Background: an optimization exercise with open tools, aiming at small area. Do not read the settings as production practice.
Where RTL was checked, it was by simulation tests only, not by an equivalence proof against the original.
For runs 1 and 3, only the layout was checked, not whether the RTL still works.
No activity file was given, so power comes from the tool's default toggle rates.

==> design.v <==
module sk_carry #(parameter N = 32) (
    input  [N-1:0] p, g,
    input          ci,
    output [N:0]   c
);
localparam M = N + 1;                
localparam L = $clog2(M);
wire [M*(L+1)-1:0] GG, PP;
genvar l, k;
generate
    for (k = 0; k < M; k = k + 1) begin : init
        if (k == 0) begin : c0
            assign GG[k] = ci;
            assign PP[k] = 1'b0;
        end else begin : b
            assign GG[k] = g[k-1];
            assign PP[k] = p[k-1];
        end
    end
    for (l = 0; l < L; l = l + 1) begin : lv
        for (k = 0; k < M; k = k + 1) begin : n
            if (((k >> l) & 1) == 1) begin : comb
                assign GG[(l+1)*M + k] = GG[l*M + k] | (PP[l*M + k] & GG[l*M + ((k >> l) << l) - 1]);
                assign PP[(l+1)*M + k] = PP[l*M + k] & PP[l*M + ((k >> l) << l) - 1];
            end else begin : pass
                assign GG[(l+1)*M + k] = GG[l*M + k];
                assign PP[(l+1)*M + k] = PP[l*M + k];
            end
        end
    end
endgenerate
assign c = GG[L*M +: M];
endmodule
module rc_carry #(parameter N = 30) (
    input  [N-1:0] p, g,
    input          ci,
    output [N:0]   c
);
assign c[0] = ci;
genvar k;
generate
    for (k = 0; k < N; k = k + 1) begin : r
        assign c[k+1] = g[k] | (p[k] & c[k]);
    end
endgenerate
endmodule
module adder #(parameter WIDTH = 30) (
    input  [WIDTH-1:0] a,
    output [WIDTH-1:0] sum
);
wire [WIDTH:0] c;
assign c[0] = 1'b1;
genvar k;
generate
    for (k = 0; k < WIDTH; k = k + 1) begin : h
        u_ha ha (a[k], c[k], sum[k], c[k+1]);
    end
endgenerate
endmodule
module u_mux2i (input a, b, s, output y);       
assign y = ~(s ? b : a);
endmodule
module u_aoi222 (input a1, a2, b1, b2, c1, c2, output y);
assign y = ~((a1 & a2) | (b1 & b2) | (c1 & c2));
endmodule
module u_ha (input a, b, output s, c);           
assign s = a ^ b;
assign c = a & b;
endmodule
module u_xor2 (input a, b, output y);
assign y = a ^ b;
endmodule
module u_hold (input wd, q, we, wen, output d);   
assign d = (wd & we) | (q & wen);
endmodule
module u_andor #(parameter N = 3) (
    input  [N-1:0] d, s,
    output         y
);
localparam G = (N + 2) / 3;
wire [G-1:0] t;
genvar i;
generate
    for (i = 0; i < N / 3; i = i + 1) begin : g
        u_aoi222 a (d[3*i], s[3*i], d[3*i+1], s[3*i+1], d[3*i+2], s[3*i+2], t[i]);
    end
    if (N % 3 == 1) begin : r1
        assign t[G-1] = ~(d[N-1] & s[N-1]);
    end
    if (N % 3 == 2) begin : r2
        assign t[G-1] = ~((d[N-2] & s[N-2]) | (d[N-1] & s[N-1]));
    end
endgenerate
assign y = ~&t;
endmodule
module rf_wdec (
    input         wr_en,
    input  [4:0]  wr_addr,
    output [31:1] we, wen
);
genvar i;
generate
    for (i = 1; i < 32; i = i + 1) begin : d
        assign we[i]  = wr_en & (wr_addr == i);
        assign wen[i] = ~we[i];
    end
endgenerate
endmodule
module rf_rdec (
    input  [4:0]  addr,
    output [31:1] sel
);
genvar i;
generate
    for (i = 1; i < 32; i = i + 1) begin : d
        assign sel[i] = (addr == i);
    end
endgenerate
endmodule
module reg_file (
    input         clk,
    input         wr_en,
    input  [4:0]  rd_addr1, rd_addr2, wr_addr,
    input  [31:0] wr_data,
    output [31:0] rd_data1, rd_data2
);
wire [31:1] we, wen, sel1, sel2;
wire [32*31-1:0] bits;          
rf_wdec wdec (wr_en, wr_addr, we, wen);
rf_rdec rdec1 (rd_addr1, sel1);
rf_rdec rdec2 (rd_addr2, sel2);
genvar i, j;
generate
    for (i = 1; i < 32; i = i + 1) begin : r
        reg  [31:0] q;
        wire [31:0] d;
        always @(posedge clk) q <= d;
        for (j = 0; j < 32; j = j + 1) begin : b
            u_hold h (wr_data[j], q[j], we[i], wen[i], d[j]);
            assign bits[31*j + i-1] = q[j];
        end
    end
    for (j = 0; j < 32; j = j + 1) begin : p
        u_andor #(31) p1 (bits[31*j +: 31], sel1[31:1], rd_data1[j]);
        u_andor #(31) p2 (bits[31*j +: 31], sel2[31:1], rd_data2[j]);
    end
endgenerate
endmodule
module u_bsel32 (input [31:0] rs2, imm, input use_rs2, sub, output [31:0] bx);
assign bx = (use_rs2 ? rs2 : imm) ^ {32{sub}};
endmodule
module u_and32 (input [31:0] a, output y);
assign y = &a;
endmodule
module shifter (
    input  [31:0] a,
    input  [4:0]  n,
    input         left,      
    input         arith,     
    output [31:0] y          
);
wire fill = arith & a[31] & ~left;
wire fn   = ~fill;
wire [31:0] l0, l1, l2, l3, l4, l5;      
genvar i;
generate
    for (i = 0; i < 32; i = i + 1) begin : b
        u_mux2i m0 (a[i], a[31-i], left, l0[i]);
        if (i + 1 < 32)  begin : s1 u_mux2i m (l0[i], l0[i+1],  n[0], l1[i]); end
        else             begin : f1 u_mux2i m (l0[i], fn,       n[0], l1[i]); end
        if (i + 2 < 32)  begin : s2 u_mux2i m (l1[i], l1[i+2],  n[1], l2[i]); end
        else             begin : f2 u_mux2i m (l1[i], fill,     n[1], l2[i]); end
        if (i + 4 < 32)  begin : s3 u_mux2i m (l2[i], l2[i+4],  n[2], l3[i]); end
        else             begin : f3 u_mux2i m (l2[i], fn,       n[2], l3[i]); end
        if (i + 8 < 32)  begin : s4 u_mux2i m (l3[i], l3[i+8],  n[3], l4[i]); end
        else             begin : f4 u_mux2i m (l3[i], fill,     n[3], l4[i]); end
        if (i + 16 < 32) begin : s5 u_mux2i m (l4[i], l4[i+16], n[4], l5[i]); end
        else             begin : f5 u_mux2i m (l4[i], fn,       n[4], l5[i]); end
    end
endgenerate
assign y = l5;
endmodule
module alu (
    input  [31:0] a,           
    input  [31:0] rs2, imm,
    input         use_rs2,
    input         sub,
    input         left, arith,
    output [31:0] sum,         
    output [31:0] p, g,        
    output [31:0] shr,         
    output        eq, lt, ltu  
);
wire [31:0] bx;
wire [32:0] c;
u_bsel32 bs (rs2, imm, use_rs2, sub, bx);
genvar i;
generate
    for (i = 0; i < 32; i = i + 1) begin : pg
        u_ha h (a[i], bx[i], p[i], g[i]);
    end
endgenerate
sk_carry #(32) cy (p, g, sub, c);
generate
    for (i = 0; i < 32; i = i + 1) begin : sm
        u_xor2 x (p[i], c[i], sum[i]);
    end
endgenerate
u_and32 ae (p, eq);
assign ltu = ~c[32];
assign lt  = p[31] ? ~c[32] : a[31];
shifter sh (a, bx[4:0], left, arith, shr);
endmodule
module riscv_cpu (
    input         clk, reset,
    output [31:0] PC,
    input  [31:0] Instr,
    output        MemWrite,
    output [31:0] Mem_WrAddr, Mem_WrData,
    input  [31:0] ReadData,
    output [31:0] Result
);
wire b6 = Instr[6], b5 = Instr[5], b4 = Instr[4], b3 = Instr[3], b2 = Instr[2];
wire [2:0] f3 = Instr[14:12];
wire i30 = Instr[30], i31 = Instr[31];
wire is_store = ~b6 & b5 & ~b4;           
wire is_br    = b6 & ~b2;                 
wire is_jump  = b6 & b2;                  
wire is_jal   = b6 & b3;
wire is_jalr  = b6 & ~b3 & b2;
wire is_load  = ~b6 & ~b5 & ~b4;          
wire is_lui   = ~b6 & b5 & b2;            
wire is_auipc = ~b6 & ~b5 & b2;           
wire is_arith = ~b6 & b4 & ~b2;           
wire is_op    = ~b6 & b5 & b4 & ~b2;
wire reg_wr   = ~(b5 & ~b4 & ~b2);        
reg  [31:2] pcr;
wire [31:2] pc_next;
always @(posedge clk or posedge reset) begin
    if (reset) pcr <= 30'b0;
    else       pcr <= pc_next;
end
assign PC = {pcr, 2'b00};
wire [31:0] rs1, rs2;
reg_file rf (clk, reg_wr, Instr[19:15], Instr[24:20], Instr[11:7], Result, rs1, rs2);
genvar k;
wire [31:0] imm_is  = {{21{i31}}, Instr[30:25], is_store ? Instr[11:7] : Instr[24:20]};
wire        use_rs2 = b5 & ~b2 & (b4 | b6);    
wire        sub     = is_br | (is_arith & ~f3[2] & f3[1]) | (is_op & (f3 == 3'b000) & i30);
wire [31:0] sum, p, g, shr, shl;
wire        eq, lt, ltu;
alu alu (rs1, rs2, imm_is, use_rs2, sub, ~f3[2], i30, sum, p, g, shr, eq, lt, ltu);
generate
    for (k = 0; k < 32; k = k + 1) begin : rv
        assign shl[k] = shr[31-k];
    end
endgenerate
wire        imm_u = ~b6, imm_b = ~b2;
wire [31:2] imm_pc;
assign imm_pc[31]    = i31;
assign imm_pc[30:20] = imm_u ? Instr[30:20] : {11{i31}};
assign imm_pc[19:12] = imm_b ? {8{i31}} : Instr[19:12];
assign imm_pc[11]    = ~imm_u & (imm_b ? Instr[7] : Instr[20]);
assign imm_pc[10:5]  = {6{~imm_u}} & Instr[30:25];
assign imm_pc[4:2]   = {3{~imm_u}} & (imm_b ? Instr[11:9] : Instr[24:22]);
wire [31:2] pp, pg, pc_imm, pc4;
wire [30:0] pcy;
generate
    for (k = 2; k < 32; k = k + 1) begin : pa
        u_ha h (pcr[k], imm_pc[k], pp[k], pg[k]);
    end
endgenerate
sk_carry #(30) pcc (pp, pg, 1'b0, pcy);
assign pc_imm = pp ^ pcy[29:0];
adder #(30) inc (pcr, pc4);
wire taken = f3[0] ^ (f3[2] ? (f3[1] ? ltu : lt) : eq);
wire s_jalr = is_jalr;
wire s_imm  = is_jal | (is_br & taken);
wire s_4    = ~(s_jalr | s_imm);
generate
    for (k = 2; k < 32; k = k + 1) begin : np
        u_andor #(3) m ({sum[k], pc_imm[k], pc4[k]}, {s_jalr, s_imm, s_4}, pc_next[k]);
    end
endgenerate
wire s_ld  = is_load;
wire s_j   = is_jump;
wire s_auipc = is_auipc;
wire s_sum = is_arith & (f3 == 3'b000);
wire s_p   = is_arith & f3[2] & ~f3[0];           
wire s_g   = is_arith & f3[2] & f3[1];            
wire s_sr  = is_arith & (f3 == 3'b101);
wire s_sl  = is_arith & (f3 == 3'b001);
wire s_lt  = is_arith & (f3 == 3'b010);
wire s_ltu = is_arith & (f3 == 3'b011);
u_andor #(8) r0 ({ReadData[0], sum[0], p[0], g[0], shr[0], shl[0], lt, ltu},
                 {s_ld, s_sum, s_p, s_g, s_sr, s_sl, s_lt, s_ltu}, Result[0]);
u_andor #(6) r1 ({ReadData[1], sum[1], p[1], g[1], shr[1], shl[1]},
                 {s_ld, s_sum, s_p, s_g, s_sr, s_sl}, Result[1]);
generate
    for (k = 2; k < 12; k = k + 1) begin : rl
        u_andor #(8) r ({ReadData[k], sum[k], p[k], g[k], shr[k], shl[k], pc4[k], pc_imm[k]},
                        {s_ld, s_sum, s_p, s_g, s_sr, s_sl, s_j, s_auipc}, Result[k]);
    end
    for (k = 12; k < 32; k = k + 1) begin : rh
        u_andor #(9) r ({ReadData[k], sum[k], p[k], g[k], shr[k], shl[k], pc4[k], pc_imm[k], Instr[k]},
                        {s_ld, s_sum, s_p, s_g, s_sr, s_sl, s_j, s_auipc, is_lui}, Result[k]);
    end
endgenerate
assign MemWrite   = is_store;
assign Mem_WrAddr = sum;
assign Mem_WrData = rs2;
endmodule
==> run.sh <==
#!/bin/bash
# synth_recipe.tcl (not shown) runs the flow's synth.tcl, then flattens the netlist and writes it again
# the make line also repeats each setting of config.mk as NAME=value (left out here)
make -C /OpenROAD-flow-scripts/flow DESIGN_CONFIG=/design/flow/config.mk WORK_HOME=/design/flow/orfs CLKGATE_MAP_FILE= SYNTH_SCRIPT=/design/flow/synth_recipe.tcl finish
==> config.mk <==
export PLATFORM = sky130hd
export DESIGN_NAME = riscv_cpu
export DESIGN_NICKNAME = riscv_cpu
export VERILOG_FILES = /design/flow/design.v
export SDC_FILE = /design/flow/constraint.sdc
export NUM_CORES = 4
export LEC_CHECK = 0
export CAP_MARGIN = 20
export CORE_MARGIN = 2
export CORE_UTILIZATION = 40
export SETUP_SLACK_MARGIN = 0.3
export SLEW_MARGIN = 20
export SYNTH_HIERARCHICAL = 1
==> constraint.sdc <==
create_clock -name core_clock -period 12.0 [get_ports {clk}]
set_input_delay 2.4000 -clock core_clock [delete_from_list [all_inputs] [get_ports {clk}]]
set_output_delay 2.4000 -clock core_clock [all_outputs]
set_load 0.01 [all_outputs]
==> run_results.csv, run 1 <==
group,metric,value,unit
global_route,antenna_found_initial,15,
min_path,min_from,"rf.r[14].q[10]",
clock_network,path_clk_slew,0.05,ns
clock_network,cts_root_buffer,"clkbuf_16",
placed_design,place.gp.congestion,1.00,
global_route,grt.busiest_layer,"met2",
pwr,vdd_drop_max,0.123,mV
sta,final_max_slew_viol_count,0,
final_layout,area_delta_synth_final,22.9,%
routing,drc,0,
min_path,hold_path.class,"reg -> reg",
sta,setup_tns,0,ns
clock_network,cts_made_buffers,107,
routing,vias,48800,
synthesis,syn_area,46300,um^2
floorplan,die_y,344,um
sta,period_minus_slack,11.84,ns
global_route,grt_use_total,40.0,%
global_route,met1_usage,50.4,%
global_route,overflow,0,
floorplan,die_x,344,um
sta,fmax,84.4,MHz
run_status,status,"finished clean",
routing,drt_pass1_iterations,15,
pwr,power,12.9,mW
critical_path,critPathKind,"in -> out",
floorplan,die_area,118000,um^2
clock_network,cts.sink_count,1022,
clock_network,cts_buffer_depth,3,
final_layout,layout-drive-gt1-share,13.9,%
routing,routed_wl,249000,um
clock_network,cts_tree,"done",
global_route,use_met3,14.4,%
sta,finalCritPeriodShare,98.7,%
sta,hold_violations,0,
floorplan,floorplan.initialDensity,40.4,%
floorplan,core.rowCount,124,
synthesis,avgSynthCellArea,11.5,um^2
critical_path,cpPeakStageDelay,0.83,ns
clock_network,hold_buffers,0,
synthesis,syn-instance-count,4036,
critical_path,cp.required,9.60,ns
placed_design,io_buffers,190,
sta,rsz0062_at_grt,"no",
critical_path,rrSetupSlack,4.20,ns
final_layout,nFillCells,10400,
synthesis,ys_warn_count,8,
critical_path,path_cells,"clkdlybuf4s50_1, nand3b_1, buf_4, nor2_4, buf_4, a222oi_1, nand4_1, a2111o_1, mux2i_1, xnor2_1, ha_1, nand4_1, nor4_1, o31ai_2, a41oi_1, inv_1, mux2_4, a222oi_1, buf_4, nand3_2, clkdlybuf4s50_1",
clock_network,clock_latency,0.73,ns
sta,clock-skew-final,0.0444,ns
global_route,grt_pass1_wl,343000,um
clock_network,ctsHtreeMaxLevel,3,
pwr,power.leakage,23.3,nW
critical_path,crit_arrival,9.44,ns
final_layout,mostFrequentLayoutCells,"992 x a22o_1, 992 x dfxtp_1, 754 x a222oi_1",
pwr,power.density,226,nW/um^2
global_route,grt_max_degree,36,
global_route,gr-usage-met2,56.4,%
placed_design,hpwl,156000,um
sta,tightest_slew,1.29,ns
min_path,whs_endpoint,"rf.r[14].q[10]",
critical_path,cp_slowest_cell,"clkdlybuf4s50_1",
routing,wl_per_cell,40.2,um
critical_path,end_kind,"primary output",
min_path,hold_depth,1,
critical_path,r2r-end,"rf.r[1].q[28]",
routing,dr.first_iter.drc_count,13200,
floorplan,core,115000,um^2
flow_run,maxCapViolations,0,
sta,setup_viol,0,
routing,via_per_inst,7.87,
critical_path,start_kind,"input pin",
floorplan,ios,195,
routing,drtAntennaViolNets,0,
final_layout,final_nets,4751,
global_route,grt_pass1_vias,45000,
critical_path,r2r_cells,31,
sta,slew_headroom,13.9,%
critical_path,worstPathMaxFanout,15,
critical_path,rr_startpoint,"pcr[2]",
critical_path,cpMostUsedCell,"buf_4",
==> through the flow <==
| stage | setup WS, ns | util (%) | hold slack, ns | cell area [um^2] | instances |
|---|---|---|---|---|---|
| 6_report | 0.156 | 49.7 | 0.501 | 56900 | 6198 |
| 5_1_grt | 0.310 | 49.6 | 0.511 | 56800 | 6189 |
| 4_1_cts | 0.408 | 49.5 | 0.499 | 56700 | 6183 |
| 3_5_place_dp | 0.434 | 46.5 | 0.476 | 53200 | 5991 |
| 3_3_place_gp | 0.516 | 46.4 | 0.477 | 53200 | 5989 |
| 2_1_floorplan | 0.975 | - | 0.464 | 46300 | 4039 |
==> repair_timing <==
item	4_1_cts	5_1_grt
buffers inserted	0	1
resized for setup	0	3
hold endpoints to repair	0	0
setup endpoints to repair	0	19
==> final cells by class <==
type / instances / area [um^2] / area share, %
sequential: 1022 / 20600 / 36.2
antenna: 10 / 25.0 / 0.0440
inverter: 56 / 210 / 0.370
tap: 1512 / 1890 / 3.33
clock inverter: 33 / 435 / 0.766
multi-input combinational: 2924 / 26100 / 46.0
clock buffer: 159 / 3100 / 5.46
timing repair buffer: 482 / 4450 / 7.82
==> worst max-delay path: cells and delay by family <==
kind	cells	cell delay, ns
buffers and inverters	6	2.16
AOI/OAI and AO/OA	5	1.93
and+or+nand+nor	6	1.65
adders and majority gates	1	0.51
muxes	2	0.56
xor gates and xnor gates	1	0.19
==> worst max path at each step <==
| stage | startpoint | depth (start not counted) | endpoint | slack (ns) |
|---|---|---|---|---|
| 6_report | Instr[22] | 21 | Result[0] | 0.16 |
| 5_1_grt | Instr[22] | 20 | Result[28] | 0.31 |
| 4_1_cts | Instr[22] | 21 | Result[17] | 0.41 |
| 3_5_place_dp | Instr[22] | 21 | Result[17] | 0.43 |
| 3_3_place_gp | Instr[22] | 21 | Result[17] | 0.52 |
| 2_1_floorplan | Instr[22] | 16 | Result[29] | 0.98 |
==> power by group <==
group | switching (mW) | internal [mW] | total (mW)
clock | 1.49 | 1.94 | 3.43
sequential | 0.832 | 4.41 | 5.25
combinational | 2.44 | 1.75 | 4.19
total | 4.76 | 8.11 | 12.9
==> routing by layer <==
layer | routed length, um | share of wire [%]
met5 | 57 | 0.023
met4 | 20700 | 8.3
met3 | 37500 | 15
met2 | 101000 | 40
met1 | 90400 | 36
==> registers in the layout, indices dropped and copies added, names as in the netlist <==
signal and count:
pcr 30, rf.r.q 992
==> inputs of run 2 (changes only) <==
--- a/design.v
+++ b/design.v
@@ -1,10 +1,9 @@
-module sk_carry #(parameter N = 32) (
+module sk_carry #(parameter N = 32, parameter L = 6) (    
     input  [N-1:0] p, g,
     input          ci,
     output [N:0]   c
 );
 localparam M = N + 1;                
-localparam L = $clog2(M);
 wire [M*(L+1)-1:0] GG, PP;
 genvar l, k;
 generate
@@ -200,7 +199,7 @@
         u_ha h (a[i], bx[i], p[i], g[i]);
     end
 endgenerate
-sk_carry #(32) cy (p, g, sub, c);
+sk_carry #(32, 6) cy (p, g, sub, c);
 generate
     for (i = 0; i < 32; i = i + 1) begin : sm
         u_xor2 x (p[i], c[i], sum[i]);
@@ -270,7 +269,7 @@
         u_ha h (pcr[k], imm_pc[k], pp[k], pg[k]);
     end
 endgenerate
-sk_carry #(30) pcc (pp, pg, 1'b0, pcy);
+sk_carry #(30, 5) pcc (pp, pg, 1'b0, pcy);
 assign pc_imm = pp ^ pcy[29:0];
 adder #(30) inc (pcr, pc4);
 wire taken = f3[0] ^ (f3[2] ? (f3[1] ? ltu : lt) : eq);
==> run_results.csv, run 2 <==
group,metric,value,unit
placed_design,hpwl,156000,um
critical_path,cp_num_cells,21,
final_layout,utilization,49.7,%
clock_network,cts_root_buffer,"clkbuf_16",
min_path,hold_path.class,"reg -> reg",
sta,final_max_slew_viol_count,0,
placed_design,placed_area,53200,um^2
critical_path,cp_slowest_cell,"clkdlybuf4s50_1",
clock_network,hold_buffers,0,
synthesis,avgSynthCellArea,11.5,um^2
critical_path,cpPeakStageDelay,0.83,ns
sta,fmax,84.4,MHz
critical_path,cp.required,9.60,ns
routing,drc,0,
pwr,p_clk_share,26.7,%
sta,finalCritPeriodShare,98.7,%
critical_path,path_buf_inv,6,
pwr,power.density,226,nW/um^2
floorplan,die_y,344,um
clock_network,cts_tree,"done",
critical_path,worstPathMaxFanout,15,
sta,clock-skew-final,0.0444,ns
final_layout,post-route-cell-area,56900,um^2
final_layout,area_delta_synth_final,22.9,%
floorplan,die_x,344,um
pwr,p_sw_share,37.0,%
placed_design,place.gp.congestion,1.00,
pwr,power.switching,4.76,mW
floorplan,die_area,118000,um^2
pwr,p_int,8.11,mW
pwr,vdd_drop_max,0.123,mV
pwr,p_seq_share,40.8,%
global_route,overflow,0,
pwr,pwr-share-comb,32.6,%
sta,tightest_slew,1.29,ns
placed_design,dp_cells,5991,
final_layout,largest_reg_flops,992,
critical_path,cp_top_family,"buffers and inverters",
global_route,grt_pass1_wl,343000,um
routing,drt_pass1_iterations,15,
clock_network,clock_latency,0.73,ns
clock_network,cts_buffer_depth,3,
clock_network,ctsHtreeMaxLevel,3,
global_route,grt_use_total,40.0,%
critical_path,cpMostUsedCell,"buf_4",
clock_network,path_clk_slew,0.05,ns
global_route,grt_pass1_vias,45000,
global_route,grt_max_degree,36,
critical_path,critPathKind,"in -> out",
floorplan,floorplan.initialDensity,40.4,%
synthesis,syn-instance-count,4036,
sta,setup_viol,0,
flow_run,maxCapViolations,0,
sta,slew_headroom,13.9,%
floorplan,ios,195,
critical_path,startpoint,"Instr[22]",
critical_path,endpoint,"Result[0]",
critical_path,rrSetupSlack,4.20,ns
critical_path,path_cells,"clkdlybuf4s50_1, nand3b_1, buf_4, nor2_4, buf_4, a222oi_1, nand4_1, a2111o_1, mux2i_1, xnor2_1, ha_1, nand4_1, nor4_1, o31ai_2, a41oi_1, inv_1, mux2_4, a222oi_1, buf_4, nand3_2, clkdlybuf4s50_1",
floorplan,core.rowCount,124,
routing,dr.first_iter.drc_count,13200,
critical_path,crit_arrival,9.44,ns
floorplan,core,115000,um^2
critical_path,end_kind,"primary output",
critical_path,r2r-end,"rf.r[1].q[28]",
synthesis,syn_area,46300,um^2
placed_design,io_buffers,190,
sta,rsz0062_at_grt,"no",
critical_path,rr_startpoint,"pcr[2]",
critical_path,r2r_cells,31,
routing,drtAntennaViolNets,0,
final_layout,top_register,"rf.r.q",
critical_path,start_kind,"input pin",
sta,period_minus_slack,11.84,ns
routing,vias,48800,
sta,setup_tns,0,ns
routing,via_per_inst,7.87,
clock_network,cts_made_buffers,107,
routing,routed_wl,249000,um
global_route,antenna_found_initial,15,
final_layout,final_nets,4751,
routing,wl_per_cell,40.2,um
clock_network,cts.sink_count,1022,
final_layout,top_regs,"rf.r.q (992), pcr (30)",
final_layout,layout-drive-gt1-share,13.9,%
final_layout,mostFrequentLayoutCells,"992 x a22o_1, 992 x dfxtp_1, 754 x a222oi_1",
synthesis,ys_warn_count,8,
pwr,power.leakage,23.3,nW
final_layout,final_cell_count_no_fill,6198,
sta,hold_violations,0,
run_status,status,"finished clean",
run 2: layout make-up:
| class | count | area [um^2] |
|---|---|---|
| repair buffers | 482 | 4450 |
| flip-flops and latches | 1022 | 20600 |
| well taps | 1512 | 1890 |
| diodes | 10 | 25.0 |
| clock buffers | 159 | 3100 |
| multi-input cells | 2924 | 26100 |
| fillers | 10400 | 57600 |
| clock inverters | 33 | 435 |
| inverters | 56 | 210 |
run 2: worst reg2reg max path, delay by kind of cell, from the launching register on:
kind,cells,cell delay (ns)
compound gates,2,1.05
fa+ha+maj,27,5.35
buf+inv,1,0.41
flops,1,0.42
simple gates,1,0.42
run 2: worst min-delay path by stage:
stage / to / cells past startpoint / slack, ns / from
final: rf.r[14].q[10] / 1 / 0.50 / rf.r[14].q[10]
after floorplan: rf.r[10].q[0] / 1 / 0.46 / rf.r[10].q[0]
after global placement: rf.r[22].q[1] / 1 / 0.48 / rf.r[22].q[1]
after CTS: rf.r[10].q[2] / 1 / 0.50 / rf.r[10].q[2]
after detailed placement: rf.r[1].q[4] / 1 / 0.48 / rf.r[1].q[4]
after global routing: rf.r[2].q[5] / 1 / 0.51 / rf.r[2].q[5]
run 2: power groups by stage:
| stage | clock [mW] | combinational [mW] | sequential (mW) |
|---|---|---|---|
| after floorplan | 0 | 2.23 | 5.07 |
| after global placement | 0 | 3.96 | 5.22 |
| after detailed placement | 0 | 4.01 | 5.23 |
| after CTS | 3.42 | 4.03 | 5.19 |
| after global routing | 3.56 | 4.31 | 5.35 |
| final | 3.43 | 4.19 | 5.25 |
run 2: metrics by stage:
step / hold slack (ns) / power, mW / setup slack, ns
floorplan: 0.464 / 7.30 / 0.975
global placement: 0.477 / 9.18 / 0.516
detailed placement: 0.476 / 9.25 / 0.434
CTS: 0.499 / 12.6 / 0.408
global route: 0.511 / 13.2 / 0.310
finish: 0.501 / 12.9 / 0.156
run 2: what timing repair did:
item / 4_1_cts / 5_1_grt
endpoints found under the setup margin: 0 / 19
gates resized for setup: 0 / 3
setup buffers: 0 / 1
run 2: per-layer routing:
layer | vias to the layer above | part of all wire, % | global-route usage (%)
met4 | 8 | 8.3 | 28.3
met2 | 4571 | 40 | 56.4
met5 | - | 0.023 | 0.200
met1 | 23800 | 36 | 50.4
li1 | 19500 | - | -
met3 | 929 | 15 | 14.4
==> inputs of run 3 (changes only) <==
--- a/design.v
+++ b/design.v
@@ -1,9 +1,10 @@
-module sk_carry #(parameter N = 32, parameter L = 6) (    
+module sk_carry #(parameter N = 32) (
     input  [N-1:0] p, g,
     input          ci,
     output [N:0]   c
 );
 localparam M = N + 1;                
+localparam L = $clog2(M);
 wire [M*(L+1)-1:0] GG, PP;
 genvar l, k;
 generate
@@ -199,7 +200,7 @@
         u_ha h (a[i], bx[i], p[i], g[i]);
     end
 endgenerate
-sk_carry #(32, 6) cy (p, g, sub, c);
+sk_carry #(32) cy (p, g, sub, c);
 generate
     for (i = 0; i < 32; i = i + 1) begin : sm
         u_xor2 x (p[i], c[i], sum[i]);
@@ -269,7 +270,7 @@
         u_ha h (pcr[k], imm_pc[k], pp[k], pg[k]);
     end
 endgenerate
-sk_carry #(30, 5) pcc (pp, pg, 1'b0, pcy);
+sk_carry #(30) pcc (pp, pg, 1'b0, pcy);
 assign pc_imm = pp ^ pcy[29:0];
 adder #(30) inc (pcr, pc4);
 wire taken = f3[0] ^ (f3[2] ? (f3[1] ? ltu : lt) : eq);
==> flow/run.sh (new file) <==
#!/bin/bash
# Own layout flow: the standard ORFS flow (standard.sh, unchanged synthesis,
# floorplan, power grid and routing) with three changes:
#  - ports are buffered with buf_1 instead of the default delay cell,
#  - clock tree synthesis inserts no dummy loads,
#  - after global routing, gates off the critical paths are downsized
#    (ORFS's power recovery), which also recovers cell area.
# Each tool's full output stays in ORFS's own logs under orfs/logs; the
# make output of the whole run is in standard_flow.log here.
set -euo pipefail
export BUFFER_PORTS_ARGS="-buffer_cell sky130_fd_sc_hd__buf_1"
export CTS_ARGS="-sink_clustering_enable -repair_clock_nets -dont_use_dummy_load"
export RECOVER_POWER=100
bash standard.sh > standard_flow.log 2>&1
==> standard.sh (new file) <==
#!/bin/bash
# synth_recipe.tcl (not shown) runs the flow's synth.tcl, then flattens the netlist and writes it again
# the make line also repeats each setting of config.mk as NAME=value (left out here)
make -C /OpenROAD-flow-scripts/flow DESIGN_CONFIG=/design/flow/config.mk WORK_HOME=/design/flow/orfs CLKGATE_MAP_FILE= SYNTH_SCRIPT=/design/flow/synth_recipe.tcl "${@:-finish}"
removed: run.sh
==> run_results.csv, run 3 <==
group,metric,value,unit
min_path,hold_path.class,"reg -> reg",
floorplan,floorplan.initialDensity,40.4,%
final_layout,utilization,47.0,%
clock_network,ctsResizeCount,0,
critical_path,cp.required,9.60,ns
floorplan,core.rowCount,124,
run_status,status,"failed layout checks",
sta,final_max_slew_viol_count,1069,
clock_network,cts_root_buffer,"clkbuf_16",
sta,tightest_slew,2.63,ns
routing,dr.first_iter.drc_count,11700,
global_route,met1_usage,49.9,%
global_route,grt_max_degree,36,
final_layout,largest_reg_flops,992,
critical_path,crit_arrival,9.43,ns
sta,setup_viol,0,
global_route,gr-usage-met2,56.2,%
floorplan,ios,195,
synthesis,avgSynthCellArea,11.5,um^2
sta,finalCritPeriodShare,98.6,%
flow_run,maxCapViolations,34,
global_route,grt.busiest_layer,"met2",
global_route,overflow,0,
global_route,use_met3,16.6,%
routing,wl_per_cell,41.4,um
pwr,power.leakage,21.7,nW
clock_network,path_clk_slew,0.06,ns
routing,drt_pass1_iterations,14,
routing,drc,0,
routing,vias,48200,
clock_network,postCtsSetupBuffers,0,
sta,setup_tns,0,ns
sta,period_minus_slack,11.83,ns
synthesis,syn_area,46300,um^2
global_route,antenna_found_initial,29,
final_layout,layout-drive-gt1-share,10.0,%
routing,via_per_inst,7.99,
critical_path,start_kind,"input pin",
global_route,grt_pass1_vias,44200,
routing,drtAntennaViolNets,0,
sta,holdWs,0.496,ns
global_route,grt_use_total,40.0,%
run_status,failed_checks,"capacitance limit, slew limit",
placed_design,io_buffers,190,
final_layout,mostFrequentLayoutCells,"992 x a22o_1, 992 x dfxtp_1, 754 x a222oi_1",
synthesis,ys_warn_count,8,
pwr,power.density,223,nW/um^2
clock_network,cts_made_buffers,107,
critical_path,critPathKind,"in -> out",
floorplan,die_y,344,um
synthesis,syn-instance-count,4036,
sta,fmax,84.5,MHz
critical_path,end_kind,"primary output",
floorplan,die_area,118000,um^2
floorplan,die_x,344,um
sta,slew_headroom,-77.7,%
final_layout,top_register,"rf.r.q",
sta,rsz0062_at_grt,"no",
clock_network,ctsHtreeMaxLevel,3,
final_layout,top_regs,"rf.r.q (992), pcr (30)",
final_layout,final_nets,4664,
clock_network,cts.sink_count,1022,
clock_network,cts_buffer_depth,3,
critical_path,worstPathMaxFanout,18,
sta,hold_violations,0,
placed_design,place.gp.congestion,1.01,
final_layout,area_delta_synth_final,16.3,%
placed_design,hpwl,159000,um
routing,routed_wl,250000,um
clock_network,hold_buffers,0,
global_route,grt_pass1_wl,341000,um
clock_network,clock_latency,0.74,ns
pwr,vdd_drop_max,0.117,mV
sta,clock-skew-final,0.0670,ns
floorplan,core,115000,um^2
clock_network,cts_tree,"done",
[run 3: cell count changes in the layout (fill, tap and decap cells not counted), sizes merged, moves of 3 or more]
cell | previous run | this run
diode | 10 | 15
bufinv | 7 | 0
buf | 293 | 343
inv | 58 | 55
clkinv | 23 | 1
clkdlybuf4s50 | 189 | 0
[run 3: power breakdown]
| group | leakage [nW] | switching [mW] | internal (mW) |
|---|---|---|---|
| registers | 8.55 | 0.833 | 4.42 |
| clock network | 1.32 | 1.34 | 1.55 |
| logic | 11.9 | 2.48 | 1.36 |
[run 3: metrics by stage]
stage	power, mW	instances	setup WS, ns	instance area (um^2)
global placement	8.85	5902	1.04	51200
finish	12.0	6031	0.169	53800
floorplan	7.30	4039	0.975	46300
global route	12.3	6022	0.321	53800
detailed placement	8.91	5908	1.06	51300
CTS	11.8	6015	1.04	54000
[run 3: per-layer routing]
layer  vias to the layer above  wire length, um
li1                      19300                -
met1                     23500            89400
met4                        22            19800
met2                      4515            99900
met5                         -              147
met3                       880            40300
[run 3: path summary, 6_finish.rpt]
kind | start | end | slack, ns | depth (start not counted)
min in group asynchronous | reset | pcr[27] | 2.42 | 3
max in group asynchronous | reset | pcr[21] | 8.33 | 3
setup reg to reg | pcr[2] | rf.r[7].q[31] | 3.14 | 34
setup / recovery | Instr[20] | Result[24] | 0.17 | 19
hold reg to reg | rf.r[1].q[25] | rf.r[1].q[25] | 0.50 | 1
hold / removal | rf.r[1].q[25] | rf.r[1].q[25] | 0.50 | 1
[run 3: layout make-up]
cell class | instances | area [um^2]
Clock buffer | 107 | 2680
Antenna cell | 15 | 37.5
Tap cell | 1512 | 1890
Fill cell | 10700 | 60700
Sequential cell | 1022 | 20600
Inverter | 56 | 210
Timing Repair Buffer | 396 | 2290
Multi-Input combinational cell | 2923 | 26100
[run 3: worst max-delay path, stage by stage]
cell	delay, ns
clkbuf_1	0.53
nand3b_1	0.60
nor2_4	0.69
clkbuf_1	0.66
a222oi_1	0.16
nand4_1	0.34
a2111o_1	0.55
mux2i_1	0.19
xnor2_1	0.27
ha_1	0.39
a211o_1	0.33
a21oi_1	0.25
o21ai_0	0.26
nor2_1	0.14
a21oi_1	0.09
xor2_1	0.22
a222oi_1	0.32
nand3_1	0.65
buf_1	0.32
==> inputs of run 4 (changes only) <==
--- a/design.v
+++ b/design.v
@@ -1,10 +1,9 @@
-module sk_carry #(parameter N = 32) (
+module sk_carry #(parameter N = 32, parameter L = 6) (    
     input  [N-1:0] p, g,
     input          ci,
     output [N:0]   c
 );
 localparam M = N + 1;                
-localparam L = $clog2(M);
 wire [M*(L+1)-1:0] GG, PP;
 genvar l, k;
 generate
@@ -31,16 +30,27 @@
 endgenerate
 assign c = GG[L*M +: M];
 endmodule
-module rc_carry #(parameter N = 30) (
-    input  [N-1:0] p, g,
-    input          ci,
-    output [N:0]   c
+module rc_add #(parameter N = 30) (
+    input  [N-1:0] a, b,
+    output [N-1:0] s
 );
-assign c[0] = ci;
+wire [N:0] c;                     
+assign c[0] = 1'b0;
 genvar k;
 generate
     for (k = 0; k < N; k = k + 1) begin : r
-        assign c[k+1] = g[k] | (p[k] & c[k]);
+        if (k % 2 == 0) begin : e
+            wire p, g;
+            u_ha    h  (a[k], b[k], p, g);
+            u_aoi21 cy (p, c[k], g, c[k+1]);
+            u_xor2  x  (p, c[k], s[k]);
+        end else begin : o
+            wire np, ng;
+            u_xnor2 h1 (a[k], b[k], np);
+            u_nand2 h2 (a[k], b[k], ng);
+            u_oai21 cy (np, c[k], ng, c[k+1]);
+            u_xor2  x  (np, c[k], s[k]);
+        end
     end
 endgenerate
 endmodule
@@ -67,6 +77,18 @@
 assign s = a ^ b;
 assign c = a & b;
 endmodule
+module u_xnor2 (input a, b, output y);
+assign y = ~(a ^ b);
+endmodule
+module u_nand2 (input a, b, output y);
+assign y = ~(a & b);
+endmodule
+module u_aoi21 (input a1, a2, b1, output y);
+assign y = ~((a1 & a2) | b1);
+endmodule
+module u_oai21 (input a1, a2, b1, output y);
+assign y = ~((a1 | a2) & b1);
+endmodule
 module u_xor2 (input a, b, output y);
 assign y = a ^ b;
 endmodule
@@ -200,7 +222,7 @@
         u_ha h (a[i], bx[i], p[i], g[i]);
     end
 endgenerate
-sk_carry #(32) cy (p, g, sub, c);
+sk_carry #(32, 6) cy (p, g, sub, c);
 generate
     for (i = 0; i < 32; i = i + 1) begin : sm
         u_xor2 x (p[i], c[i], sum[i]);
@@ -263,15 +285,8 @@
 assign imm_pc[11]    = ~imm_u & (imm_b ? Instr[7] : Instr[20]);
 assign imm_pc[10:5]  = {6{~imm_u}} & Instr[30:25];
 assign imm_pc[4:2]   = {3{~imm_u}} & (imm_b ? Instr[11:9] : Instr[24:22]);
-wire [31:2] pp, pg, pc_imm, pc4;
-wire [30:0] pcy;
-generate
-    for (k = 2; k < 32; k = k + 1) begin : pa
-        u_ha h (pcr[k], imm_pc[k], pp[k], pg[k]);
-    end
-endgenerate
-sk_carry #(30) pcc (pp, pg, 1'b0, pcy);
-assign pc_imm = pp ^ pcy[29:0];
+wire [31:2] pc_imm, pc4;
+rc_add #(30) pca (pcr, imm_pc, pc_imm);
 adder #(30) inc (pcr, pc4);
 wire taken = f3[0] ^ (f3[2] ? (f3[1] ? ltu : lt) : eq);
 wire s_jalr = is_jalr;
==> flow/run.sh (replaced) <==
#!/bin/bash
# Own layout flow: the standard ORFS flow (standard.sh, unchanged synthesis,
# floorplan, power grid and routing) with two changes:
#  - ports are buffered with buf_1 instead of the default delay cell,
#  - clock tree synthesis inserts no dummy loads and clusters up to 14
#    flip-flops per leaf clkbuf_8.
# Each tool's full output stays in ORFS's own logs under orfs/logs; the
# make output of the whole run is in standard_flow.log here.
set -euo pipefail
export BUFFER_PORTS_ARGS="-buffer_cell sky130_fd_sc_hd__buf_1"
export CTS_ARGS="-sink_clustering_enable -repair_clock_nets -dont_use_dummy_load -sink_clustering_size 14 -sink_clustering_max_diameter 80 -buf_list sky130_fd_sc_hd__clkbuf_8"
bash standard.sh > standard_flow.log 2>&1
==> run_results.csv, run 4 <==
group,metric,value,unit
critical_path,startpoint,"Instr[21]",
synthesis,synth_edf_count,0,
pwr,power.switching,4.30,mW
final_layout,largest_reg_flops,992,
sta,hold_violations,0,
critical_path,cp.required,9.60,ns
synthesis,ys.flop_type,"dfxtp_1",
clock_network,path_clk_slew,0.09,ns
final_layout,final_cell_count_no_fill,5969,
placed_design,dp_cells,5868,
final_layout,mostFrequentLayoutCells,"992 x a22o_1, 992 x dfxtp_1, 754 x a222oi_1",
sta,rsz0062_at_grt,"no",
sta,finalCritPeriodShare,97.0,%
routing,dr.first_iter.drc_count,12300,
routing,drc,0,
pwr,power.leakage,20.9,nW
min_path,min_from,"rf.r[19].q[11]",
final_layout,final_nets,4590,
global_route,antenna_found_initial,29,
critical_path,crit_arrival,9.24,ns
floorplan,die_x,343,um
synthesis,ys_seq_area_share,44.9,%
final_layout,top_register,"rf.r.q",
clock_network,cts_tree,"done",
pwr,p_seq_share,49.0,%
floorplan,core.rowCount,124,
routing,wl_per_cell,39.9,um
critical_path,rrSetupSlack,4.19,ns
floorplan,floorplan.initialDensity,40.3,%
sta,period_minus_slack,11.64,ns
synthesis,syn-instance-count,3992,
sta,setup_tns,0,ns
routing,drt_pass1_iterations,19,
synthesis,synth_area_leader_cell,"dfxtp_1",
pwr,vdd_drop_max,0.0926,mV
sta,slew_headroom,14.6,%
synthesis,avgSynthCellArea,11.5,um^2
pwr,p_clk_share,16.9,%
sta,setup_slack,0.362,ns
clock_network,hold_buffers,0,
final_layout,area_delta_synth_final,13.7,%
clock_network,cts.sink_count,1022,
floorplan,die_area,118000,um^2
clock_network,postCtsSetupBuffers,0,
critical_path,end_kind,"primary output",
pwr,p_sw_share,40.2,%
pwr,p_int,6.40,mW
flow_run,maxCapViolations,0,
routing,via_per_inst,7.95,
min_path,hold_path.class,"reg -> reg",
sta,holdWs,0.509,ns
clock_network,cts_buffer_depth,3,
synthesis,synthTopCellsByCount,"992 x a22o_1, 992 x dfxtp_1, 754 x a222oi_1",
placed_design,hpwl,154000,um
sta,fmax,85.9,MHz
sta,tightest_slew,1.28,ns
critical_path,start_kind,"input pin",
routing,vias,47500,
clock_network,clock_latency,0.81,ns
synthesis,synth_area_leaders,"dfxtp_1 43%, a22o_1 19%, a222oi_1 16%",
sta,final_max_slew_viol_count,0,
synthesis,async_reset_ff_share,2.94,%
global_route,grt_use_total,38.5,%
sta,setup_viol,0,
routing,routed_wl,238000,um
synthesis,yosys.area.top_type_share,43.2,%
global_route,overflow,0,
sta,clock-skew-final,0.0658,ns
final_layout,layout-drive-gt1-share,11.3,%
critical_path,worstPathMaxFanout,27,
critical_path,critPathKind,"in -> out",
global_route,grt_pass1_wl,331000,um
clock_network,cts_made_buffers,84,
synthesis,ys_seq_elements,1022,
global_route,grt_max_degree,36,
pwr,power.density,205,nW/um^2
routing,drtAntennaViolNets,0,
clock_network,cts_root_buffer,"clkbuf_8",
floorplan,die_y,343,um
final_layout,top_regs,"rf.r.q (992), pcr (30)",
placed_design,io_buffers,190,
floorplan,ios,195,
synthesis,ys_warn_count,8,
run_status,status,"finished clean",
floorplan,core,114000,um^2
global_route,grt_pass1_vias,43100,
critical_path,rr_startpoint,"pcr[2]",
synthesis,ys_types,80,
placed_design,place.gp.congestion,0.971,
synthesis,syn_area,45900,um^2
pwr,pwr-share-comb,34.2,%
clock_network,ctsHtreeMaxLevel,3,
placed_design,dp_slack,0.233,ns
[run 4: per-stage QoR]
stage | util [%] | power [mW] | cell area [um^2]
5_1_grt | 45.8 | 11.1 | 52200
4_1_cts | 45.6 | 10.5 | 52000
3_5_place_dp | 44.6 | 8.74 | 50900
2_1_floorplan | - | 7.23 | 46000
3_3_place_gp | 44.6 | 8.67 | 50900
6_report | 45.8 | 10.7 | 52200
[run 4: cell families (layout without fill, tap and decap cells)]
logic type                 after synthesis  in the layout  share of synthesized area [%]
AOI/OAI and AO/OA                     1933           1933                           38.9
muxes                                  235            235                           5.15
adders and majority gates               77             77                           2.10
DFF                                   1022           1022                           44.9
buffers and inverters                   90            541                          0.883
and+or+nand+nor                        523            523                           5.99
other                                    3             17                         0.0245
xor gates and xnor gates               109            109                           2.08
[run 4: repair_timing]
| action | 4_1_cts | 5_1_grt |
|---|---|---|
| pin swaps | 0 | 2 |
| gates cloned | 0 | 0 |
| gates resized for setup | 1 | 8 |
| endpoints found under the setup margin | 2 | 6 |
[run 4: final cells by class]
class / instances / area [um^2]
repair buffers: 404 / 2520
fillers: 10600 / 61800
clock buffers: 84 / 1160
multi-input cells: 2882 / 25800
well taps: 1512 / 1890
diodes: 12 / 30.0
inverters: 53 / 199
flip-flops and latches: 1022 / 20600
[run 4: Yosys stat by module, one instance, submodules excluded, excerpt]
module / cells inside / area [um^2] / flops+latches / copies in the design
reg_file: 992 / 19900 / 992 / 1
riscv_cpu: 140 / 1380 / 30 / 1
u_bsel32: 72 / 677 / 0 / 1
rf_wdec: 96 / 492 / 0 / 1
rf_rdec: 46 / 218 / 0 / 2
u_and32: 11 / 68.8 / 0 / 1
alu: 2 / 18.8 / 0 / 1
shifter: 2 / 16.3 / 0 / 1
u_ha: 1 / 12.5 / 0 / 77
u_mux2i: 1 / 10.0 / 0 / 192
u_hold: 1 / 8.76 / 0 / 992
u_xor2: 1 / 8.76 / 0 / 62
u_aoi21: 1 / 8.76 / 0 / 15
u_xnor2: 1 / 8.76 / 0 / 15
u_oai21: 1 / 5.00 / 0 / 14
u_nand2: 1 / 3.75 / 0 / 14
[run 4: critical path, cell delays in order]
cell,delay [ns]
buf_1,0.77
nand3b_1,0.46
nor2_4,0.30
buf_4,0.29
a222oi_1,0.34
nand4_1,0.66
a2111o_1,0.77
mux2i_1,0.27
xnor2_1,0.16
ha_1,0.55
nand4_1,0.23
nor4_1,0.36
o31ai_2,0.14
a41oi_1,0.23
inv_1,0.10
mux2_4,0.27
a222oi_1,0.32
buf_4,0.21
nand3_2,0.17
buf_1,0.21
[run 4: layer usage]
| metal | vias up | track usage (%) | part of all wire, % |
|---|---|---|---|
| met5 | - | 1.04 | 0.072 |
| li1 | 19000 | - | - |
| met1 | 23400 | 50.3 | 37 |
| met2 | 4268 | 54.1 | 40 |
| met4 | 22 | 21.4 | 6.7 |
| met3 | 773 | 14.6 | 15 |
[run 4: path summary, 6_finish.rpt]
check                            endpoint  depth (start not counted)
max                             Result[0]                         20
min                        rf.r[19].q[11]                          1
max reg2reg                rf.r[17].q[31]                         35
min reg2reg                rf.r[19].q[11]                          1
max in group asynchronous         pcr[16]                          3
min in group asynchronous          pcr[7]                          3
[run 4: power groups by stage]
stage	combinational (mW)	clock [mW]	sequential (mW)
after detailed placement	3.50	0	5.24
final	3.66	1.80	5.24
after CTS	3.50	1.80	5.19
after floorplan	2.16	0	5.07
after global routing	3.79	1.92	5.35
after global placement	3.44	0	5.23
==> inputs of run 5 (changes only) <==
--- a/config.mk
+++ b/config.mk
@@ -5,9 +5,9 @@
 export SDC_FILE = /design/flow/constraint.sdc
 export NUM_CORES = 4
 export LEC_CHECK = 0
-export CAP_MARGIN = 20
+export CAP_MARGIN = 5
 export CORE_MARGIN = 2
 export CORE_UTILIZATION = 40
 export SETUP_SLACK_MARGIN = 0.3
-export SLEW_MARGIN = 20
+export SLEW_MARGIN = 5
 export SYNTH_HIERARCHICAL = 1
==> run_results.csv, run 5 <==
group,metric,value,unit
run_status,status,"finished clean",
clock_network,cts_tree,"done",
sta,clock-skew-final,0.118,ns
floorplan,die_y,343,um
global_route,grt_use_total,38.3,%
clock_network,cts.sink_count,1022,
critical_path,rr_startpoint,"pcr[2]",
sta,hold_violations,0,
final_layout,area_delta_synth_final,13.4,%
floorplan,floorplan.initialDensity,40.3,%
sta,setup_tns,0,ns
min_path,min_from,"rf.r[2].q[25]",
critical_path,end_kind,"primary output",
critical_path,rrSetupSlack,4.17,ns
placed_design,io_buffers,190,
clock_network,hold_buffers,0,
synthesis,ys_types,80,
sta,rsz0062_at_grt,"no",
critical_path,critPathKind,"in -> out",
global_route,grt_max_degree,36,
sta,period_minus_slack,11.54,ns
placed_design,hpwl,154000,um
final_layout,largest_reg_flops,992,
clock_network,postCtsSetupBuffers,0,
clock_network,cts_root_buffer,"clkbuf_8",
flow_run,maxCapViolations,0,
pwr,vdd_drop_max,0.106,mV
floorplan,core.rowCount,124,
sta,finalCritPeriodShare,96.2,%
routing,drc,0,
floorplan,die_x,343,um
final_layout,layout-drive-gt1-share,11.2,%
synthesis,synth_edf_count,0,
sta,slew_headroom,5.22,%
routing,drt_pass1_iterations,14,
final_layout,final_nets,4585,
sta,fmax,86.6,MHz
min_path,hold_path.class,"reg -> reg",
synthesis,syn_area,45900,um^2
min_path,whs_endpoint,"rf.r[2].q[25]",
synthesis,ys_warn_count,8,
routing,dr.first_iter.drc_count,12600,
synthesis,synth_area_leader_cell,"dfxtp_1",
critical_path,crit_arrival,9.14,ns
sta,final_max_slew_viol_count,0,
clock_network,ctsHtreeMaxLevel,3,
global_route,overflow,0,
placed_design,dp_slack,0.260,ns
clock_network,path_clk_slew,0.09,ns
placed_design,place.gp.congestion,0.971,
routing,via_per_inst,7.90,
clock_network,cts_buffer_depth,3,
final_layout,mostFrequentLayoutCells,"992 x a22o_1, 992 x dfxtp_1, 754 x a222oi_1",
floorplan,ios,195,
synthesis,ys_seq_area_share,44.9,%
critical_path,worstPathMaxFanout,23,
routing,wl_per_cell,39.9,um
critical_path,r2r-end,"rf.r[24].q[31]",
synthesis,avgSynthCellArea,11.5,um^2
critical_path,start_kind,"input pin",
synthesis,ys.flop_type,"dfxtp_1",
placed_design,placed_area,50900,um^2
clock_network,cts_made_buffers,85,
global_route,grt_pass1_vias,42700,
sta,setup_viol,0,
synthesis,synth_area_leaders,"dfxtp_1 43%, a22o_1 19%, a222oi_1 16%",
global_route,antenna_found_initial,23,
final_layout,top_register,"rf.r.q",
pwr,power.density,206,nW/um^2
synthesis,ys_seq_elements,1022,
clock_network,clock_latency,0.85,ns
routing,vias,47100,
sta,setup_slack,0.458,ns
final_layout,post-route-cell-area,52100,um^2
global_route,grt_pass1_wl,329000,um
pwr,power.leakage,20.9,nW
min_path,hold_depth,1,
floorplan,die_area,118000,um^2
synthesis,syn-instance-count,3992,
synthesis,synthTopCellsByCount,"992 x a22o_1, 992 x dfxtp_1, 754 x a222oi_1",
final_layout,utilization,45.7,%
routing,drtAntennaViolNets,0,
critical_path,cp.required,9.60,ns
sta,tightest_slew,1.42,ns
synthesis,async_reset_ff_share,2.94,%
critical_path,r2r_cells,35,
final_layout,top_regs,"rf.r.q (992), pcr (30)",
synthesis,yosys.area.top_type_share,43.2,%
floorplan,core,114000,um^2
routing,routed_wl,238000,um
==> run 5: changes by cell type in the layout (fill, tap and decap cells not counted) <==
cell	delta
buf_16	-6
clkbuf_8	+1
diode_2	-4
nor2b_1	+2
nor2b_2	-2
==> run 5: per-layer routing <==
metal	vias to the layer above	global-route usage [%]	wire, um
li1	19000	-	-
met1	23000	50.3	88700
met2	4292	53.0	94800
met3	742	14.8	37500
met4	20	22.4	16500
met5	-	0	134
==> run 5: repair_timing <==
item	in CTS	in global routing
gates cloned	0	0
gates resized for setup	1	6
endpoints found under the setup margin	1	6
pin swaps	0	0
==> run 5: cells by family (layout without fill, tap and decap cells) <==
family / count (synthesis) / after routing / synth area share, %
buffers and inverters: 90 / 536 / 0.883
AOI/OAI and AO/OA: 1933 / 1933 / 38.9
muxes: 235 / 235 / 5.15
other: 3 / 13 / 0.0245
DFF: 1022 / 1022 / 44.9
and+or+nand+nor: 523 / 523 / 5.99
xor gates and xnor gates: 109 / 109 / 2.08
adders and majority gates: 77 / 77 / 2.10
==> run 5: worst max-delay path by stage <==
stage	start	endpoint	slack, ns	depth (start not counted)
after floorplan	Instr[22]	Result[29]	0.98	16
after global placement	Instr[2]	Result[31]	0.28	39
after detailed placement	Instr[2]	Result[31]	0.26	39
after CTS	Instr[2]	Result[31]	0.39	39
after global routing	Instr[6]	Result[30]	0.29	35
final	Instr[21]	Result[20]	0.46	19
==> run 5: through the flow <==
| stage | instances | power (mW) | hold WS [ns] |
|---|---|---|---|
| after floorplan | 3994 | 7.23 | 0.464 |
| after global placement | 5867 | 8.67 | 0.477 |
| after detailed placement | 5867 | 8.73 | 0.478 |
| after CTS | 5952 | 10.5 | 0.507 |
| after global routing | 5955 | 11.1 | 0.520 |
| final | 5960 | 10.7 | 0.507 |
==> run 5: final cells by class <==
type                       instances  area [um^2]
fill                           10700        62000
multi-input combinational       2882        25800
sequential                      1022        20600
timing repair buffer             398         2350
tap                             1512         1890
clock buffer                      85         1170
inverter                          53          199
antenna                            8         20.0
==> run 5: worst max-delay path, stage by stage <==
cell      delay (ns)
buf_1           0.73
nand3b_1        0.54
nor2_4          0.85
buf_4           0.38
a222oi_1        0.10
nand4_1         0.40
a2111o_1        0.55
mux2i_1         0.20
xnor2_1         0.17
ha_1            0.28
a21oi_2         0.15
o21a_2          0.21
or3b_1          0.38
o31ai_2         0.25
nand2b_1        0.10
xor2_1          0.23
a222oi_1        0.37
nand3_2         0.49
buf_1           0.28
==> run 5: per-module statistics from Yosys, one instance, submodules excluded, a selection <==
module     copies in the design  cells  flops+latches  area (um^2)
u_xor2                       62      1              0         8.76
u_aoi222                    754      1              0         10.0
u_nand2                      14      1              0         3.75
u_hold                      992      1              0         8.76
alu                           1      2              0         18.8
shifter                       1      2              0         16.3
reg_file                      1    992            992        19900
u_aoi21                      15      1              0         8.76
u_bsel32                      1     72              0          677
u_mux2i                     192      1              0         10.0
u_xnor2                      15      1              0         8.76
riscv_cpu                     1    140             30         1380
rf_wdec                       1     96              0          492
u_and32                       1     11              0         68.8
==> run 5: power by group <==
group	leakage [nW]	switching, mW	internal [mW]	total [mW]
sequential	8.55	0.832	4.40	5.24
clock	0.611	1.19	0.633	1.82
combinational	11.7	2.29	1.37	3.66
total	20.9	4.31	6.41	10.7

re-timing with driven ports:
No port has a modelled driver above. Below, the same layouts with a new extraction and two added sets of constraints.
Step 1: set_driving_cell puts a clkbuf_16 on clk and a buf_2 on each other input, an assumption about the parent block.
Step 2 moves the port delays by t, midway between the first and last clock arrival at a register: inputs arrive t later, outputs are due t later. That takes back most of the time a late clock gives input paths.
a / b / c = ideal / step 1 / step 2; a / b = the first two.
run | t (ns) | setup slack, ns | worst register clock-pin slew, ns
run 1 | 0.796 | 0.156 / 0.133 / 0.133 | 0.07 / 0.07
run 2 | 0.796 | 0.156 / 0.133 / 0.133 | 0.07 / 0.07
run 3 | 0.793 | 0.169 / 0.126 / -0.191 | 0.07 / 0.07
run 4 | 0.857 | 0.362 / 0.335 / 0.335 | 0.11 / 0.11
run 5 | 0.867 | 0.458 / 0.428 / 0.428 | 0.11 / 0.11
The setup slack of run 3, which loses most, moves by -0.043 ns with the drivers and by -0.360 ns with both steps.
